From an optimization exercise on the open Yosys and OpenROAD flow, aimed at small area, a short achievable clock period and few clock cycles; shortcuts taken in it are not production practice.
Where RTL was checked, it was by simulation tests only, not by an equivalence proof against the original.

==> raven: inputs <==
## SingleCycleCPU
module SingleCycleCPU(halt, clk, rst,
                      imem_addr, imem_data,
                      dmem_addr, dmem_size, dmem_wdata, dmem_we, dmem_rdata);
==> flow/config.mk <==
export PLATFORM = sky130hd
export DESIGN_NAME = SingleCycleCPU
export DESIGN_NICKNAME = SingleCycleCPU
export VERILOG_FILES = /design/flow/design.v
export SDC_FILE = /design/flow/constraint.sdc
export NUM_CORES = 8
export LEC_CHECK = 0
export CAP_MARGIN = 20
export CORE_MARGIN = 2
export CORE_UTILIZATION = 40
export SLEW_MARGIN = 20
==> flow/constraint.sdc <==
create_clock -name core_clock -period 230.0 [get_ports {clk}]
set_input_delay 46.0000 -clock core_clock [delete_from_list [all_inputs] [get_ports {clk}]]
set_output_delay 46.0000 -clock core_clock [all_outputs]
set_load 0.01 [all_outputs]
standard.sh (not shown) runs the stock make flow with config.mk's settings and CLKGATE_MAP_FILE= SYNTH_SCRIPT=/design/flow/synth_recipe.tcl, a recipe that flattens the netlist after the stock synthesis.
==> flow/flow/run.sh <==
#!/bin/bash
# Standard layout (standard.sh), with abc mapping for area (flow/area.abc).
set -euo pipefail
here=$(pwd)
export MY_ABC_SCRIPT=$here/flow/area.abc
sed "s#SYNTH_SCRIPT=[^ ]*#SYNTH_SCRIPT=$here/flow/synth.tcl#" standard.sh > my_standard.sh
grep -q "SYNTH_SCRIPT=$here/flow/synth.tcl" my_standard.sh
bash my_standard.sh > flow_make.log 2>&1
==> flow/flow/area.abc <==
&get -n
&st
&dch
&nf -R 1000
&put
==> flow/flow/synth.tcl <==
# The standard flow's synthesis script (synth_recipe.tcl), with abc run on flow/area.abc
proc synth {args} { yosys synth -nofsm -noshare {*}$args }
proc abc {args} {
  set i [lsearch -exact $args -script]
  if { $i >= 0 } { lset args [expr {$i + 1}] $::env(MY_ABC_SCRIPT) }
  yosys abc {*}$args
}
source $::env(SCRIPTS_DIR)/synth.tcl
# left out here: clear keep_hierarchy, flatten, clean up, hide names made inside functions, write 1_2_yosys.v
==> quartz (differences from raven) <==
--- a/flow/design.v
+++ b/flow/design.v
@@ -23,12 +23,20 @@
    reg        st_we;
    reg        m_busy;
    reg        m_acc_hi;      
    reg [3:0]  m_lo_hi;
    reg [3:0]  m_cnt;
    reg        m_bp;
+   reg        btb_v;
+   reg [12:2] btb_tag;
+   reg [12:2] btb_tgt;
+   reg        ir_pred;       
+   reg        btb_ev;
+   reg [4:0]  btb_rs;
+   reg        btb_r1;        
+   reg [2:0]  btb_f3;
    assign imem_addr  = fpc;
    assign dmem_addr  = w_data;
    assign dmem_size  = w_f3[1:0];
    assign dmem_wdata = st_data;
    assign dmem_we    = st_we;
    assign halt       = halt_r;
@@ -161,49 +169,91 @@
                 (is_jalr & (f3 == 3'b000)) | (is_br & (f3[2:1] != 2'b01)) |
                 ok_load | ok_store;
    wire stall  = lu_stall | m_stall;
    wire x_go   = ir_v & ~stall & legal & ~halt_r;
    wire x_halt = ir_v & ~lu_stall & ~legal;
    wire take   = is_jal | is_jalr | (is_br & br_t);
-   wire redirect = x_go & take;
-   wire [31:0] target = is_jalr ? {sum[31:1], 1'b0} : pcadd;
+   wire mispred  = ir_pred & ~(is_br & br_t);
+   wire to_next  = (is_br | is_jal) & (imm_pc == 32'd4);
+   wire redirect = x_go & (ir_pred ? mispred : (take & ~to_next));
+   wire [12:2] fall_lo = btb_tag + 11'd1;
+   wire [31:0] fall = {18'd0, (btb_tag == 11'h7ff), fall_lo, 2'b00};
+   wire [31:0] target = ir_pred ? fall : (is_jalr ? {sum[31:1], 1'b0} : pcadd);
+   wire [12:2] xpc_lo = fpc[12:2] - 11'd1;
+   wire btb_install = x_go & ~ir_pred & is_br & br_t & ir[31] &
+                      (fpc[31:13] == 19'd0) & (pcadd[31:13] == 19'd0) & (fpc[12:2] != 11'd0);
+   wire pred_hit = btb_v & (fpc[31:13] == 19'd0) & (fpc[12:2] == btb_tag);
+   wire ev_use = btb_ev & x_go & (is_opimm | (is_op & ~is_m)) & (rd == btb_rs);
+   wire ev_z = (alu == 32'd0);
+   wire ev_s = alu[31];
+   reg  ev_take;
+   always @* begin
+      case (btb_f3)
+        3'b000: ev_take = ev_z;
+        3'b001: ev_take = ~ev_z;
+        3'b100: ev_take = btb_r1 ? ev_s : (~ev_s & ~ev_z);
+        3'b101: ev_take = btb_r1 ? ~ev_s : (ev_s | ev_z);
+        3'b110: ev_take = btb_r1 ? 1'b0 : ~ev_z;
+        default: ev_take = btb_r1 ? 1'b1 : ev_z;
+      endcase
+   end
+   wire pred_take = pred_hit & (~ev_use | ev_take);
    wire writes_rd = is_op | is_opimm | is_load | is_lui | is_auipc | is_jal | is_jalr;
    wire [31:0] fpc_inc;
    inc4 u_inc(.x(fpc), .y(fpc_inc));
-   wire [31:0] ld_val;
-   assign ld_val[7:0]   = dmem_rdata[7:0];
-   wire ld_fill = ~w_f3[2] & (w_f3[0] ? dmem_rdata[15] : dmem_rdata[7]);
-   assign ld_val[15:8]  = (w_f3[1:0] == 2'b00) ? {8{ld_fill}} : dmem_rdata[15:8];
-   assign ld_val[31:16] = w_f3[1] ? dmem_rdata[31:16] : {16{ld_fill}};
-   assign wb_val = w_ld ? ld_val : w_data;
+   wire wb_alu  = ~w_ld;
+   wire wb_r8   = w_ld & (w_f3[1:0] != 2'b00);
+   wire wb_s8   = w_ld & (w_f3[1:0] == 2'b00) & ~w_f3[2];
+   wire wb_r16  = w_ld & w_f3[1];
+   wire wb_s16  = w_ld & ~w_f3[1] & ~w_f3[2];
+   assign wb_val[7:0]   = ({8{wb_alu}} & w_data[7:0]) | ({8{w_ld}} & dmem_rdata[7:0]);
+   assign wb_val[15:8]  = ({8{wb_alu}} & w_data[15:8]) | ({8{wb_r8}} & dmem_rdata[15:8]) |
+                          {8{wb_s8 & dmem_rdata[31]}};
+   assign wb_val[31:16] = ({16{wb_alu}} & w_data[31:16]) | ({16{wb_r16}} & dmem_rdata[31:16]) |
+                          {16{wb_s16 & dmem_rdata[31]}};
    always @(posedge clk or negedge rst) begin
       if (!rst) begin
          fpc    <= 32'd0;
          ir_v   <= 1'b0;
          halt_r <= 1'b0;
          w_v    <= 1'b0;
          st_we  <= 1'b0;
          m_busy <= 1'b0;
+         btb_v  <= 1'b0;
       end else begin
          if (!halt_r) begin
             if (redirect)
                fpc <= target;
             else if (!stall)
-               fpc <= fpc_inc;
+               fpc <= pred_take ? {19'd0, btb_tgt, 2'b00} : fpc_inc;
             if (!stall)
                ir_v <= ~redirect;
          end
+         if (btb_install)
+            btb_v <= 1'b1;
+         else if (x_go & mispred)
+            btb_v <= 1'b0;
          halt_r <= halt_r | x_halt;
          w_v    <= x_go & writes_rd & (rd != 5'd0);
          st_we  <= x_go & is_store;
          m_busy <= m_stall;
       end
    end
    always @(posedge clk) begin
-      if (!stall)
-         ir <= imem_data;
+      if (!stall) begin
+         ir      <= imem_data;
+         ir_pred <= pred_take;
+      end
+      if (btb_install) begin
+         btb_tag <= xpc_lo;
+         btb_tgt <= pcadd[12:2];
+         btb_ev  <= ((rs1 == 5'd0) | (rs2 == 5'd0)) & ((rs1 | rs2) != 5'd0);
+         btb_rs  <= rs1 | rs2;
+         btb_r1  <= (rs2 == 5'd0);
+         btb_f3  <= f3;
+      end
       w_ld     <= is_load;
       w_rd     <= rd;
       w_f3     <= f3;
       w_data   <= m_stall ? md_acc_d[31:0] : x_res;
       st_data  <= m_stall ? md_lo_d[31:0] : b;
       m_acc_hi <= md_acc_d[32];
@@ -297,14 +347,15 @@
       endcase
    end
    wire mul_low = (f3[1:0] == 2'b00) | mul_c9;    
    wire dsgn = ~f3[0];
    wire negA = dsgn & a[31];
    wire negB = dsgn & b[31];
-   wire [31:0] absA = negA ? (~a + 32'd1) : a;
-   wire [31:0] absB = negB ? (~b + 32'd1) : b;
+   wire [31:0] absA, absB;
+   cneg u_na(.x(a), .n(negA), .y(absA));
+   cneg u_nb(.x(b), .n(negB), .y(absB));
    wire bz = (b == 32'd0);
    wire [5:0] lzA, lzB;
    clz32 u_lza(.x(absA), .n(lzA));
    clz32 u_lzb(.x(absB), .n(lzB));
    wire a_lt = (lzA > lzB);                    
    wire [5:0] dsh = lzB - lzA;                 
@@ -320,13 +371,14 @@
    rca #(33) u_ds2(.a(dr2), .b(~{1'b0, absB}), .ci(1'b1), .s({dge2, dt2}));
    wire [31:0] drem2 = dge2 ? dt2[31:0] : dr2[31:0];
    wire [31:0] dquo2 = {lo_q[29:0], dge1, dge2};
    wire is_rem = f3[1];
    wire dneg = is_rem ? negA : (negA ^ negB);
    wire [31:0] dres_raw = is_rem ? drem2 : dquo2;
-   wire [31:0] dres = dneg ? (~dres_raw + 32'd1) : dres_raw;
+   wire [31:0] dres;
+   cneg u_nr(.x(dres_raw), .n(dneg), .y(dres));
    wire [31:0] dres_early = is_rem ? a : {32{bz}};
    always @* begin
       if (!is_div) begin
          fs_hi  = mul_low ? macc[31:0] : {32{macc[32]}};
          fs_lo  = mul_low ? mlo[35:4] : macc[31:0];
          fs_amt = mul_amt;
@@ -354,12 +406,24 @@
    wire [34:0] m2 = {m[32], m, 1'b0};
    wire [34:0] mm = (({35{one}} & m1) | ({35{two}} & m2)) ^ {35{neg}};
    wire [35:0] t;
    rca #(35) u(.a({{2{acc[32]}}, acc}), .b(mm), .ci(neg), .s(t));
    assign s = t[34:0];
 endmodule
+module cneg(x, n, y);
+   input  [31:0] x;
+   input         n;
+   output [31:0] y;
+   wire [32:0] any;
+   assign any[0] = 1'b0;
+   genvar i;
+   generate for (i = 0; i < 32; i = i + 1) begin : g
+      assign any[i+1] = any[i] | x[i];
+      assign y[i] = x[i] ^ (n & any[i]);
+   end endgenerate
+endmodule
 module rca #(parameter W = 32) (a, b, ci, s);
    input  [W-1:0] a, b;
    input          ci;
    output [W:0]   s;
    wire [W:0] c;
    assign c[0] = ci;
==> flow/flow/run.sh (replaced) <==
#!/bin/bash
# Standard layout (standard.sh) with: abc mapping for area (flow/area.abc),
# buf_2 port buffers, clock tree with larger sink clusters and no dummy loads, 70% utilisation,
# and from clock tree synthesis on, gate up-sizing aiming at the port-bound period.
set -euo pipefail
here=$(pwd)
export MY_ABC_SCRIPT=$here/flow/area.abc
extra='"BUFFER_PORTS_ARGS=-buffer_cell sky130_fd_sc_hd__buf_2" "CTS_ARGS=-sink_clustering_enable -repair_clock_nets -dont_use_dummy_load -sink_clustering_size 24 -sink_clustering_max_diameter 120" CORE_UTILIZATION=70'
sed -e "s#SYNTH_SCRIPT=[^ ]*#SYNTH_SCRIPT=$here/flow/synth.tcl#" \
    -e "s#\"\${@:-finish}\"#$extra \"\${@:-finish}\"#" standard.sh > std_a.sh
sed -e "s#\"\${@:-finish}\"#SETUP_SLACK_MARGIN=182.6 SETUP_MOVE_SEQUENCE=sizeup \"\${@:-finish}\"#" std_a.sh > std_b.sh
grep -q "SYNTH_SCRIPT=$here/flow/synth.tcl" std_a.sh
grep -q "SETUP_MOVE_SEQUENCE=sizeup" std_b.sh
bash std_a.sh place > flow_make_a.log 2>&1
bash std_b.sh finish > flow_make_b.log 2>&1
==> maple (differences from raven) <==
--- a/flow/design.v
+++ b/flow/design.v
@@ -23,12 +23,16 @@
    reg        st_we;
    reg        m_busy;
    reg        m_acc_hi;      
    reg [3:0]  m_lo_hi;
    reg [3:0]  m_cnt;
    reg        m_bp;
+   reg        btb_v;
+   reg [12:2] btb_tag;
+   reg [12:2] btb_tgt;
+   reg        ir_pred;       
    assign imem_addr  = fpc;
    assign dmem_addr  = w_data;
    assign dmem_size  = w_f3[1:0];
    assign dmem_wdata = st_data;
    assign dmem_we    = st_we;
    assign halt       = halt_r;
@@ -161,14 +165,21 @@
                 (is_jalr & (f3 == 3'b000)) | (is_br & (f3[2:1] != 2'b01)) |
                 ok_load | ok_store;
    wire stall  = lu_stall | m_stall;
    wire x_go   = ir_v & ~stall & legal & ~halt_r;
    wire x_halt = ir_v & ~lu_stall & ~legal;
    wire take   = is_jal | is_jalr | (is_br & br_t);
-   wire redirect = x_go & take;
-   wire [31:0] target = is_jalr ? {sum[31:1], 1'b0} : pcadd;
+   wire mispred  = ir_pred & ~(is_br & br_t);
+   wire redirect = x_go & (ir_pred ? mispred : take);
+   wire [12:2] fall_lo = btb_tag + 11'd1;
+   wire [31:0] fall = {18'd0, (btb_tag == 11'h7ff), fall_lo, 2'b00};
+   wire [31:0] target = ir_pred ? fall : (is_jalr ? {sum[31:1], 1'b0} : pcadd);
+   wire [12:2] xpc_lo = fpc[12:2] - 11'd1;
+   wire btb_install = x_go & ~ir_pred & is_br & br_t & ir[31] &
+                      (fpc[31:13] == 19'd0) & (pcadd[31:13] == 19'd0) & (fpc[12:2] != 11'd0);
+   wire pred_hit = btb_v & (fpc[31:13] == 19'd0) & (fpc[12:2] == btb_tag);
    wire writes_rd = is_op | is_opimm | is_load | is_lui | is_auipc | is_jal | is_jalr;
    wire [31:0] fpc_inc;
    inc4 u_inc(.x(fpc), .y(fpc_inc));
    wire [31:0] ld_val;
    assign ld_val[7:0]   = dmem_rdata[7:0];
    wire ld_fill = ~w_f3[2] & (w_f3[0] ? dmem_rdata[15] : dmem_rdata[7]);
@@ -180,30 +191,41 @@
          fpc    <= 32'd0;
          ir_v   <= 1'b0;
          halt_r <= 1'b0;
          w_v    <= 1'b0;
          st_we  <= 1'b0;
          m_busy <= 1'b0;
+         btb_v  <= 1'b0;
       end else begin
          if (!halt_r) begin
             if (redirect)
                fpc <= target;
             else if (!stall)
-               fpc <= fpc_inc;
+               fpc <= pred_hit ? {19'd0, btb_tgt, 2'b00} : fpc_inc;
             if (!stall)
                ir_v <= ~redirect;
          end
+         if (btb_install)
+            btb_v <= 1'b1;
+         else if (x_go & mispred)
+            btb_v <= 1'b0;
          halt_r <= halt_r | x_halt;
          w_v    <= x_go & writes_rd & (rd != 5'd0);
          st_we  <= x_go & is_store;
          m_busy <= m_stall;
       end
    end
    always @(posedge clk) begin
-      if (!stall)
-         ir <= imem_data;
+      if (!stall) begin
+         ir      <= imem_data;
+         ir_pred <= pred_hit;
+      end
+      if (btb_install) begin
+         btb_tag <= xpc_lo;
+         btb_tgt <= pcadd[12:2];
+      end
       w_ld     <= is_load;
       w_rd     <= rd;
       w_f3     <= f3;
       w_data   <= m_stall ? md_acc_d[31:0] : x_res;
       st_data  <= m_stall ? md_lo_d[31:0] : b;
       m_acc_hi <= md_acc_d[32];
==> flow/flow/run.sh (replaced) <==
#!/bin/bash
# Standard layout (standard.sh) with: abc mapping for area (flow/area.abc),
# buf_2 port buffers, and repair_timing aiming at the port-bound period.
set -euo pipefail
here=$(pwd)
export MY_ABC_SCRIPT=$here/flow/area.abc
sed -e "s#SYNTH_SCRIPT=[^ ]*#SYNTH_SCRIPT=$here/flow/synth.tcl#" \
    -e 's#"${@:-finish}"#"BUFFER_PORTS_ARGS=-buffer_cell sky130_fd_sc_hd__buf_2" SETUP_SLACK_MARGIN=183 "${@:-finish}"#' \
    standard.sh > my_standard.sh
grep -q "SYNTH_SCRIPT=$here/flow/synth.tcl" my_standard.sh
grep -q "SETUP_SLACK_MARGIN=183" my_standard.sh
bash my_standard.sh > flow_make.log 2>&1
==> results.env <==
VIAS_PER_CELL=7.45
KIND_OF_CELL_ADDING_THE_MOST_DELAY_TO_THE_CRITICAL_PATH='flip-flops'
POSTSYNTHREGISTERBITS=1167
RUN_STATUS='no timing/DRC/antenna violations'
HOLDPATHSTAGES=2
GRT_USE_MET2=0.664
RRSETUPSLACK_NS=185.77
GR-USAGE-MET3=0.188
CLOCK_INSERTION_DELAY_WORST_SKEW_NS=0.83
CLOCK_SINKS=1167
COMB_POWER_mW=0.377
The numbers above come from maple.

==> results.env <==
RUN_STATUS='no timing/DRC/antenna violations'
CLOCK_INSERTION_DELAY_WORST_SKEW_NS=0.82
COMB_POWER_mW=0.358
KIND_OF_CELL_ADDING_THE_MOST_DELAY_TO_THE_CRITICAL_PATH='flip-flops'
HOLDPATHSTAGES=0
RRSETUPSLACK_NS=185.76
VIAS_PER_CELL=7.41
The numbers above come from raven.

==> results.env <==
CTSHOLDBUFFERS=0
YOSYS_WARNINGS=4
WORST_PATH_END_TYPE='output port'
SYNTHESIS.NETS=6651
LASTSTAGE='5_1_grt'
RUN_STATUS='aborted with a tool error'
ERROR_MESSAGE='[ERROR GRT-0232] Routing congestion too high. Check the congestion heatmap in the GUI.'
GROUTE.USAGE.OVERALL=0.817
PLACEMENT.CELL_AREA_UM2=73800
SYNTH_CELL_TYPE_COUNT=65
POSTSYNTHREGISTERBITS=1177
CLOCK_SINKS=1177
CTS_RESIZED=33
GLOBAL_ROUTE.USAGE.MET1=0.823
The numbers above come from quartz.

Testbench counts of quartz, summed over its fixed seeds: cycles 131,360.
Only the layout flow was run in raven and maple; the RTL was not checked for function there.

-- static timing again, ports no longer ideal --
No port has a modelled driver above. Below, the same layouts with a new extraction and two added sets of constraints.
Step 1 (the two cells are an assumption about what drives the block):
set clk [get_ports {clk}]
set_driving_cell -lib_cell sky130_fd_sc_hd__clkbuf_16 $clk
set_driving_cell -lib_cell sky130_fd_sc_hd__buf_2 [delete_from_list [all_inputs] $clk]
Step 2 moves the port delays by t, midway between the first and last clock arrival at a register: inputs arrive t later, outputs are due t later. That takes back most of the time a late clock gives input paths.
Slacks: ideal / step 1 / step 2; pairs: ideal / step 1.
run | t (ns) | setup slack, ns | worst setup path after step 2 | clock arrival spread, ns
raven | 0.886 | 181.563 / 181.473 / 180.768 | input to register | 0.039 / 0.038
maple | 0.884 | 182.561 / 182.476 / 182.117 | input to register | 0.068 / 0.068
After both steps every run listed still meets setup and hold. The setup slack of raven, which loses most, moves by -0.090 ns with the drivers and by -0.795 ns with both steps.
